Context: an optimization exercise on an open-source flow, tuned for small area and a short achievable clock period. The choices shown serve that exercise and are no tape-out recipe.
Only simulation tests tie the RTL to the original design; equivalence was not proved.
The clock input has no modelled driver; a real chip could not lean on it and would need a root buffer or a full tree.
Power and IR drop assume default switching activity.

==> flow/design.v <==
module FSM_out
(
    input             clk,
    input             reset_n,
    input             req,
    input             fifo_empty,
    input      [63:0] fifo_data,    
    output reg        remove,       
    output reg        load,         
    output reg        strobe_out,
    output reg        data_end,
    output reg  [7:0] data_out
);
reg [3:0] state;
reg       shift;
reg       hold;
reg [55:0] buf_q;
wire idle = (state == 4'd0);
wire start = idle && req && !fifo_empty;
always @(posedge clk)
begin
    if (!reset_n)
    begin
        state  <= 4'd0;
        remove <= 1'b0;
        load   <= 1'b0;
        shift  <= 1'b0;
        hold   <= 1'b1;
    end
    else
    begin
        if (idle)
            state <= start ? 4'd1 : 4'd0;
        else if (state == 4'd10)
            state <= 4'd0;
        else
            state <= state + 4'd1;
        remove <= start;
        load   <= (state == 4'd1);
        shift  <= (state >= 4'd2) && (state <= 4'd8);
        hold   <= !((state >= 4'd1) && (state <= 4'd8));
    end
end
always @(posedge clk)
    buf_q <= fifo_data[63:8] | ({56{shift}} & {8'd0, buf_q[55:8]});
wire [7:0] data_next = fifo_data[7:0] | ({8{shift}} & buf_q[7:0]) | ({8{hold}} & data_out);
always @(posedge clk)
begin
    if (!reset_n)
    begin
        strobe_out <= 1'b0;
        data_end   <= 1'b0;
        data_out   <= 8'd0;
    end
    else
    begin
        data_out <= data_next;
        if (load)
            strobe_out <= 1'b1;
        if (state == 4'd9)
            data_end <= 1'b1;
        else if (state == 4'd10)
        begin
            strobe_out <= 1'b0;
            data_end   <= 1'b0;
        end
    end
end
endmodule
module module_64_8
#(parameter width = 64, parameter depth = 8)
(
    input   clk,
    input   reset_n,
    input   strobe_in,
    input   [width-1:0] input_data,
    input   req_data,
    output  ready,
    output  data_end,
    output  strobe_out,
    output  [7:0] data_out,
    output  [$clog2(depth)-1:0] write_counter
);
localparam aw = $clog2(depth);
reg [width-1:0] mem [depth-1:0];
reg [depth-1:0] rd_ptr;
reg [depth-1:0] rd_sel;
reg [depth-1:0] wr_en;
reg [aw:0] count;
reg        empty;
wire full = count[aw];
wire write = strobe_in && !full;
wire remove;
wire load;
wire [depth-1:0] wr_ptr   = full ? rd_ptr : wr_en;
wire [depth-1:0] wr_ptr_w = {wr_ptr[depth-2:0], wr_ptr[depth-1]};
wire [aw:0] count_w  = remove ? count : count + 1'b1;
wire [aw:0] count_nw = remove ? count - 1'b1 : count;
wire        full_w   = (count_w == depth);
wire        full_nw  = (count_nw == depth);
wire        empty_nw = (count_nw == 0);
assign write_counter = count[aw-1:0];
assign ready = empty;
always @(posedge clk)
begin
    if (!reset_n)
    begin
        count <= 0;
        empty <= 1'b1;
        wr_en <= 1;
    end
    else if (write)
    begin
        count <= count_w;
        empty <= 1'b0;
        wr_en <= full_w ? {depth{1'b0}} : wr_ptr_w;
    end
    else
    begin
        count <= count_nw;
        empty <= empty_nw;
        wr_en <= full_nw ? {depth{1'b0}} : wr_ptr;
    end
end
always @(posedge clk)
begin
    if (!reset_n)
    begin
        rd_ptr <= 1;
        rd_sel <= 0;
    end
    else
    begin
        if (load)
            rd_ptr <= {rd_ptr[depth-2:0], rd_ptr[depth-1]};
        rd_sel <= remove ? rd_ptr : {depth{1'b0}};
    end
end
integer i;
always @(posedge clk)
begin
    for (i = 0; i < depth; i = i + 1)
        if (wr_en[i])
            mem[i] <= input_data;
end
reg [width-1:0] rd_data;
always @*
begin
    rd_data = 0;
    for (i = 0; i < depth; i = i + 1)
        rd_data = rd_data | ({width{rd_sel[i]}} & mem[i]);
end
FSM_out FSM_out_1
(
    .clk        (clk),
    .reset_n    (reset_n),
    .req        (req_data),
    .fifo_empty (empty),
    .fifo_data  (rd_data),
    .remove     (remove),
    .load       (load),
    .strobe_out (strobe_out),
    .data_end   (data_end),
    .data_out   (data_out)
);
endmodule
==> flow/config.mk <==
export PLATFORM = sky130hd
export DESIGN_NAME = module_64_8
export DESIGN_NICKNAME = module_64_8
export VERILOG_FILES = /design/flow/design.v
export SDC_FILE = /design/flow/constraint.sdc
export NUM_CORES = 4
export LEC_CHECK = 0
export CAP_MARGIN = 20
export CORE_MARGIN = 2
export CORE_UTILIZATION = 60
export SETUP_SLACK_MARGIN = 3.2
export SLEW_MARGIN = 20
==> flow/constraint.sdc <==
create_clock -name core_clock -period 5.0 [get_ports {clk}]
set_input_delay 1.0000 -clock core_clock [delete_from_list [all_inputs] [get_ports {clk}]]
set_output_delay 1.0000 -clock core_clock [all_outputs]
set_load 0.01 [all_outputs]
standard.sh (not shown) runs the stock make flow with config.mk's settings and CLKGATE_MAP_FILE= SYNTH_SCRIPT=/design/flow/synth_recipe.tcl, a recipe that flattens the netlist after the stock synthesis.
==> flow/flow/run.sh <==
#!/bin/bash
# The standard ORFS layout, with the port buffers made of buf_1 cells (instead of the
# delay cells buffer_ports picks by default), timing repair free to change a cell's
# footprint, a clock tree of about 30 flip-flops per leaf buffer, and the top of the
# clock tree reshaped after CTS (flow/clock_top.tcl).
set -euo pipefail
W=$(pwd)
bash standard.sh MATCH_CELL_FOOTPRINT=0 \
  "BUFFER_PORTS_ARGS=-buffer_cell sky130_fd_sc_hd__buf_1" \
  "CTS_ARGS=-sink_clustering_enable -repair_clock_nets -buf_list {sky130_fd_sc_hd__clkbuf_16} -sink_clustering_size 30 -sink_clustering_max_diameter 80 -dont_use_dummy_load" \
  "PRE_DETAIL_PLACE_TCL=$W/flow/output_flops.tcl" \
  "POST_CTS_TCL=$W/flow/clock_top.tcl" \
  finish > standard_flow.log 2>&1
==> flow/flow/clock_top.tcl <==
set block [ord::get_db_block]
set clk_net [[$block findBTerm clk] getNet]

proc loads_of {net drv} {
  set loads {}
  foreach it [$net getITerms] {
    if {[$it getInst] ne $drv} { lappend loads $it }
  }
  return $loads
}
proc out_net_of {inst} {
  foreach it [$inst getITerms] {
    if {[$it isOutputSignal]} { return [$it getNet] }
  }
  return {}
}

set roots {}
foreach it [$clk_net getITerms] { lappend roots [$it getInst] }
if {[llength $roots] != 1} {
  puts "clock_top: clock port drives [llength $roots] cells, leaving the tree as it is"
  return
}
set root [lindex $roots 0]
set root_net [out_net_of $root]
set level1 [loads_of $root_net $root]
if {[llength $level1] > 4 || [llength [$root_net getBTerms]] > 0} {
  puts "clock_top: root drives [llength $level1] pins, leaving the tree as it is"
  return
}
puts "clock_top: removing root [$root getName], clock port now drives [llength $level1] pins"
foreach it $level1 { $it disconnect }
foreach it [$root getITerms] { $it disconnect }
odb::dbInst_destroy $root
odb::dbNet_destroy $root_net
foreach it $level1 { $it connect $clk_net }

# split first-level buffers while the clock port has room
set n_clk [llength $level1]
set k 0
foreach it $level1 {
  if {$n_clk >= 4} { break }
  set buf [$it getInst]
  set net [out_net_of $buf]
  set loads [loads_of $net $buf]
  if {[llength $loads] < 4} { continue }
  # positions of the loads
  set pts {}
  set xs {}
  set ys {}
  foreach l $loads {
    set b [[$l getInst] getBBox]
    set x [expr {([$b xMin] + [$b xMax]) / 2}]
    set y [expr {([$b yMin] + [$b yMax]) / 2}]
    lappend pts [list $l $x $y]
    lappend xs $x
    lappend ys $y
  }
  set dx [expr {[tcl::mathfunc::max {*}$xs] - [tcl::mathfunc::min {*}$xs]}]
  set dy [expr {[tcl::mathfunc::max {*}$ys] - [tcl::mathfunc::min {*}$ys]}]
  set idx [expr {$dx >= $dy ? 1 : 2}]
  set pts [lsort -integer -index $idx $pts]
  set half [expr {[llength $pts] / 2}]
  set keep [lrange $pts 0 [expr {$half - 1}]]
  set move [lrange $pts $half end]
  set master [$buf getMaster]
  set nb [odb::dbInst_create $block $master "clkbuf_split_${k}_clk"]
  set nn [odb::dbNet_create $block "clknet_split_${k}_clk"]
  $nn setSigType CLOCK
  foreach p $move {
    set l [lindex $p 0]
    $l disconnect
    $l connect $nn
  }
  # place each buffer at the centre of its loads
  foreach {b group} [list $buf $keep $nb $move] {
    set sx 0
    set sy 0
    foreach p $group {
      incr sx [lindex $p 1]
      incr sy [lindex $p 2]
    }
    set n [llength $group]
    $b setLocation [expr {$sx / $n}] [expr {$sy / $n}]
    $b setPlacementStatus PLACED
  }
  [$nb findITerm A] connect $clk_net
  [$nb findITerm X] connect $nn
  puts "clock_top: split [$buf getName]: [llength $keep] loads kept, [llength $move] moved to [$nb getName]"
  incr n_clk
  incr k
}
global_connect
detailed_placement
check_placement -verbose
==> flow/flow/output_flops.tcl <==
# Before detailed placement: put each flip-flop that drives an output port's buffer
# right next to that buffer, so the wire between them is short. Detailed placement
# then legalizes the moved cells.
set block [ord::get_db_block]
set moved 0
foreach bt [$block getBTerms] {
  if {[$bt getIoType] ne "OUTPUT"} { continue }
  foreach it [[$bt getNet] getITerms] {
    set buf [$it getInst]
    foreach in [$buf getITerms] {
      if {![$in isInputSignal] || [$in getNet] eq "NULL"} { continue }
      foreach drv [[$in getNet] getITerms] {
        if {![$drv isOutputSignal]} { continue }
        set ff [$drv getInst]
        if {![string match "*__df*" [[$ff getMaster] getName]]} { continue }
        set bb [$buf getBBox]
        set ffb [$ff getBBox]
        # step from the buffer towards the flip-flop's current place by one buffer width
        set bx [$bb xMin]
        set by [$bb yMin]
        set dx [expr {[$ffb xMin] - $bx}]
        set dy [expr {[$ffb yMin] - $by}]
        set len [expr {sqrt(double($dx) * $dx + double($dy) * $dy)}]
        set step [expr {2.0 * ([$bb xMax] - [$bb xMin])}]
        if {$len > $step} {
          set nx [expr {int($bx + $dx * $step / $len)}]
          set ny [expr {int($by + $dy * $step / $len)}]
          $ff setLocation $nx $ny
          incr moved
        }
      }
    }
  }
}
puts "output_flops: moved $moved flip-flops next to their output buffers"
The first run finished with timing, DRC and antenna clean.
Edit:
--- a/flow/flow/run.sh
+++ b/flow/flow/run.sh
@@ -10,2 +10 @@
-  "CTS_ARGS=-sink_clustering_enable -repair_clock_nets -buf_list {sky130_fd_sc_hd__clkbuf_16} -sink_clustering_size 30 -sink_clustering_max_diameter 80 -dont_use_dummy_load" \
-  "PRE_DETAIL_PLACE_TCL=$W/flow/output_flops.tcl" \
+  "CTS_ARGS=-sink_clustering_enable -repair_clock_nets -buf_list {sky130_fd_sc_hd__clkbuf_16} -sink_clustering_size 30 -sink_clustering_max_diameter 50 -dont_use_dummy_load" \
removed: flow/flow/output_flops.tcl
=>
- The new run ran to the end with no violations
- wire length decreases by 2.0%
- worst setup slack loses 48 ps
- die area is unchanged
- via count is about the same
- sequential share of layout area goes down by 0.74 points
Edit:
--- a/flow/flow/run.sh
+++ b/flow/flow/run.sh
@@ -10 +10 @@
-  "CTS_ARGS=-sink_clustering_enable -repair_clock_nets -buf_list {sky130_fd_sc_hd__clkbuf_16} -sink_clustering_size 30 -sink_clustering_max_diameter 50 -dont_use_dummy_load" \
+  "CTS_ARGS=-sink_clustering_enable -repair_clock_nets -buf_list {sky130_fd_sc_hd__clkbuf_16} -sink_clustering_size 30 -sink_clustering_max_diameter 80 -dont_use_dummy_load" \
--- a/flow/config.mk
+++ b/flow/config.mk
@@ -10,0 +11 @@
+export PLACE_DENSITY = 0.7
Outcome:
- The new run passed the timing, design-rule and antenna checks
- routed wire length falls by about 4.4%
- power drops by about 8%
- final area shrinks by about 1.7%
- worst setup slack is better by 26 ps
- die area stays the same
- register-to-register slack got worse by 40 ps
- fmax goes up by 1.4%
- critical path depth does not change
Edit:
==> flow/flow/run.sh (replaced) <==
#!/bin/bash
# The standard ORFS layout with these changes:
# - synthesis maps the logic with an area-oriented ABC script (flow/abc_area.script);
#   everything else in synthesis is the standard synthesis, so the registers are
#   the same cells with the same names;
# - the port buffers are buf_1 cells (instead of the delay cells buffer_ports picks),
#   and timing repair is free to change a cell's footprint;
# - a clock tree of about 30 flip-flops per leaf buffer, whose top is reshaped after
#   CTS (flow/clock_top.tcl) so the clock port drives four first-level buffers.
set -euo pipefail
W=$(pwd)
# ORFS's synth.tcl, with its ABC script replaced by flow/abc_area.script
sed '/^source \$::env(SCRIPTS_DIR)\/synth_preamble.tcl/a set abc_args [lreplace $abc_args 1 1 $::env(MY_ABC_SCRIPT)]\nputs "ABC script: $::env(MY_ABC_SCRIPT)"' \
  "$FLOW_HOME/scripts/synth.tcl" > "$W/area_synth.tcl"
grep -q MY_ABC_SCRIPT "$W/area_synth.tcl"
# The standard flow's synthesis script, sourcing that copy
sed "s#source \$::env(SCRIPTS_DIR)/synth.tcl#source $W/area_synth.tcl#" synth_recipe.tcl > "$W/area_synth_recipe.tcl"
grep -q area_synth.tcl "$W/area_synth_recipe.tcl"
export MY_ABC_SCRIPT="$W/flow/abc_area.script"
bash standard.sh "SYNTH_SCRIPT=$W/area_synth_recipe.tcl" MATCH_CELL_FOOTPRINT=0 \
  "BUFFER_PORTS_ARGS=-buffer_cell sky130_fd_sc_hd__buf_1" \
  "CTS_ARGS=-sink_clustering_enable -repair_clock_nets -buf_list {sky130_fd_sc_hd__clkbuf_16} -sink_clustering_size 30 -sink_clustering_max_diameter 80 -dont_use_dummy_load" \
  "POST_CTS_TCL=$W/flow/clock_top.tcl" \
  finish > standard_flow.log 2>&1
==> flow/flow/abc_area.script (new file) <==
&get -n
&st
&dch
&nf -R 1000
&put
topo
stime -c
--- a/flow/config.mk
+++ b/flow/config.mk
@@ -11 +10,0 @@
-export PLACE_DENSITY = 0.7
Outcome: The changed run produced a clean layout; setup slack is worse by 93 ps; wire length drops by 3.1%; global-route usage stays flat; design area goes down by 0.65%; register-to-register slack loses 160 ps; sequential power grows by about 4.3%; sequential share of layout area increases by 0.49 points; utilization went up by 1.4 points; power is higher by 4.5%.
Edit:
==> flow/flow/run.sh (replaced) <==
#!/bin/bash
# The standard ORFS layout, with the port buffers made of buf_1 cells (instead of the
# delay cells buffer_ports picks by default), timing repair free to change a cell's
# footprint, a clock tree of about 30 flip-flops per leaf buffer, and the top of the
# clock tree reshaped after CTS (flow/clock_top.tcl).
set -euo pipefail
W=$(pwd)
bash standard.sh MATCH_CELL_FOOTPRINT=0 \
  "BUFFER_PORTS_ARGS=-buffer_cell sky130_fd_sc_hd__buf_1" \
  "CTS_ARGS=-sink_clustering_enable -repair_clock_nets -buf_list {sky130_fd_sc_hd__clkbuf_16} -sink_clustering_size 30 -sink_clustering_max_diameter 80 -dont_use_dummy_load" \
  "POST_CTS_TCL=$W/flow/clock_top.tcl" \
  finish > standard_flow.log 2>&1
removed: flow/flow/abc_area.script
Via count rose by 1.9%. Register-to-register slack improved by 170 ps. Global-route usage rose by 1.2 points. Design area rose by 0.88%.
Edit:
--- a/flow/flow/run.sh
+++ b/flow/flow/run.sh
@@ -4 +4 @@
-# footprint, a clock tree of about 30 flip-flops per leaf buffer, and the top of the
+# footprint, a clock tree of about 20 flip-flops per leaf buffer, and the top of the
@@ -10 +10 @@
-  "CTS_ARGS=-sink_clustering_enable -repair_clock_nets -buf_list {sky130_fd_sc_hd__clkbuf_16} -sink_clustering_size 30 -sink_clustering_max_diameter 80 -dont_use_dummy_load" \
+  "CTS_ARGS=-sink_clustering_enable -repair_clock_nets -buf_list {sky130_fd_sc_hd__clkbuf_16} -sink_clustering_size 20 -sink_clustering_max_diameter 60 -dont_use_dummy_load" \
--- a/flow/flow/clock_top.tcl
+++ b/flow/flow/clock_top.tcl
@@ -92,0 +93,45 @@
+# Make every buffer of the tree (two levels: first level and leaves) an inverter:
+# two inversions on every path keep the flip-flops' clock polarity, and an inverter
+# is one stage where a buffer is two.
+set inv_master [[ord::get_db] findMaster sky130_fd_sc_hd__clkinv_16]
+set leaf_master [[ord::get_db] findMaster sky130_fd_sc_hd__clkinv_8]
+set tree {}
+foreach it [$clk_net getITerms] { lappend tree [$it getInst] }
+set level1 $tree
+foreach b $level1 {
+  foreach it [loads_of [out_net_of $b] $b] { lappend tree [$it getInst] }
+}
+set n_inv 0
+set all_bufs 1
+foreach b $tree {
+  if {![string match "sky130_fd_sc_hd__clkbuf_*" [[$b getMaster] getName]]} { set all_bufs 0 }
+}
+# every path must go through exactly two tree cells
+foreach b $level1 {
+  foreach it [loads_of [out_net_of $b] $b] {
+    set leaf [$it getInst]
+    foreach it2 [loads_of [out_net_of $leaf] $leaf] {
+      if {[string match "sky130_fd_sc_hd__clkbuf_*" [[[$it2 getInst] getMaster] getName]]} { set all_bufs 0 }
+    }
+  }
+}
+if {$all_bufs} {
+  foreach b $tree {
+    set in_net [[$b findITerm A] getNet]
+    set out_net [out_net_of $b]
+    set loc [$b getLocation]
+    set name [$b getName]
+    foreach it [$b getITerms] { $it disconnect }
+    odb::dbInst_destroy $b
+    set m [expr {[lsearch -exact $level1 $b] >= 0 ? $inv_master : $leaf_master}]
+    set inv [odb::dbInst_create $block $m $name]
+    $inv setLocation [lindex $loc 0] [lindex $loc 1]
+    $inv setPlacementStatus PLACED
+    [$inv findITerm A] connect $in_net
+    [$inv findITerm Y] connect $out_net
+    incr n_inv
+  }
+  puts "clock_top: made $n_inv clock tree cells inverters"
+} else {
+  puts "clock_top: the tree is not two levels of buffers, leaving its cells as they are"
+}
--- a/flow/config.mk
+++ b/flow/config.mk
@@ -11 +11 @@
-export SETUP_SLACK_MARGIN = 3.2
+export SETUP_SLACK_MARGIN = 3.4
Sequential power stays flat.
Global-route usage increases by 0.53 points.
First-iteration DRC count goes down by 3.9%.
Clock skew went up by 15 ps.
Core utilization came out higher by 1.1 points.
Fmax goes up by 6.1%.
Final area increases by 1.6%.
Die area does not change.
The clock cells of the sixth run of this note come from the design's own scripts or RTL, not from TritonCTS.

## static timing again, ports no longer ideal
The results above use ideal ports. As a check the final layouts listed here were re-extracted and re-timed, cells and wires unchanged.
Step 1 sets driving cells, clkbuf_16 on the clock port and buf_2 on the other inputs (assumed; they add their load-dependent delay and slew).
Step 2 times the ports against the registers' clock, not the clock port: input delays grow and output delays shrink by t, the midpoint of the rising clock arrivals with the driver on.
Slacks: ideal / step 1 / step 2; pairs: ideal / step 1.
run	t, ns	setup WS [ns]	worst slew at a driven data input, ns
the first run	0.453	3.170 / 3.058 / 2.859	0.10
the second run	0.472	3.122 / 3.022 / 2.869	0.10
the third run	0.456	3.148 / 3.036 / 2.861	0.09
the fourth run	0.453	3.055 / 3.046 / 2.878	0.10
the fifth run	0.461	3.167 / 3.049 / 2.843	0.09
the sixth run	0.461	3.273 / 3.036 / 3.079	0.08
After both steps every run listed still meets setup and hold. The setup slack of the fifth run, which loses most, moves by -0.118 ns with the drivers and by -0.324 ns with both steps.
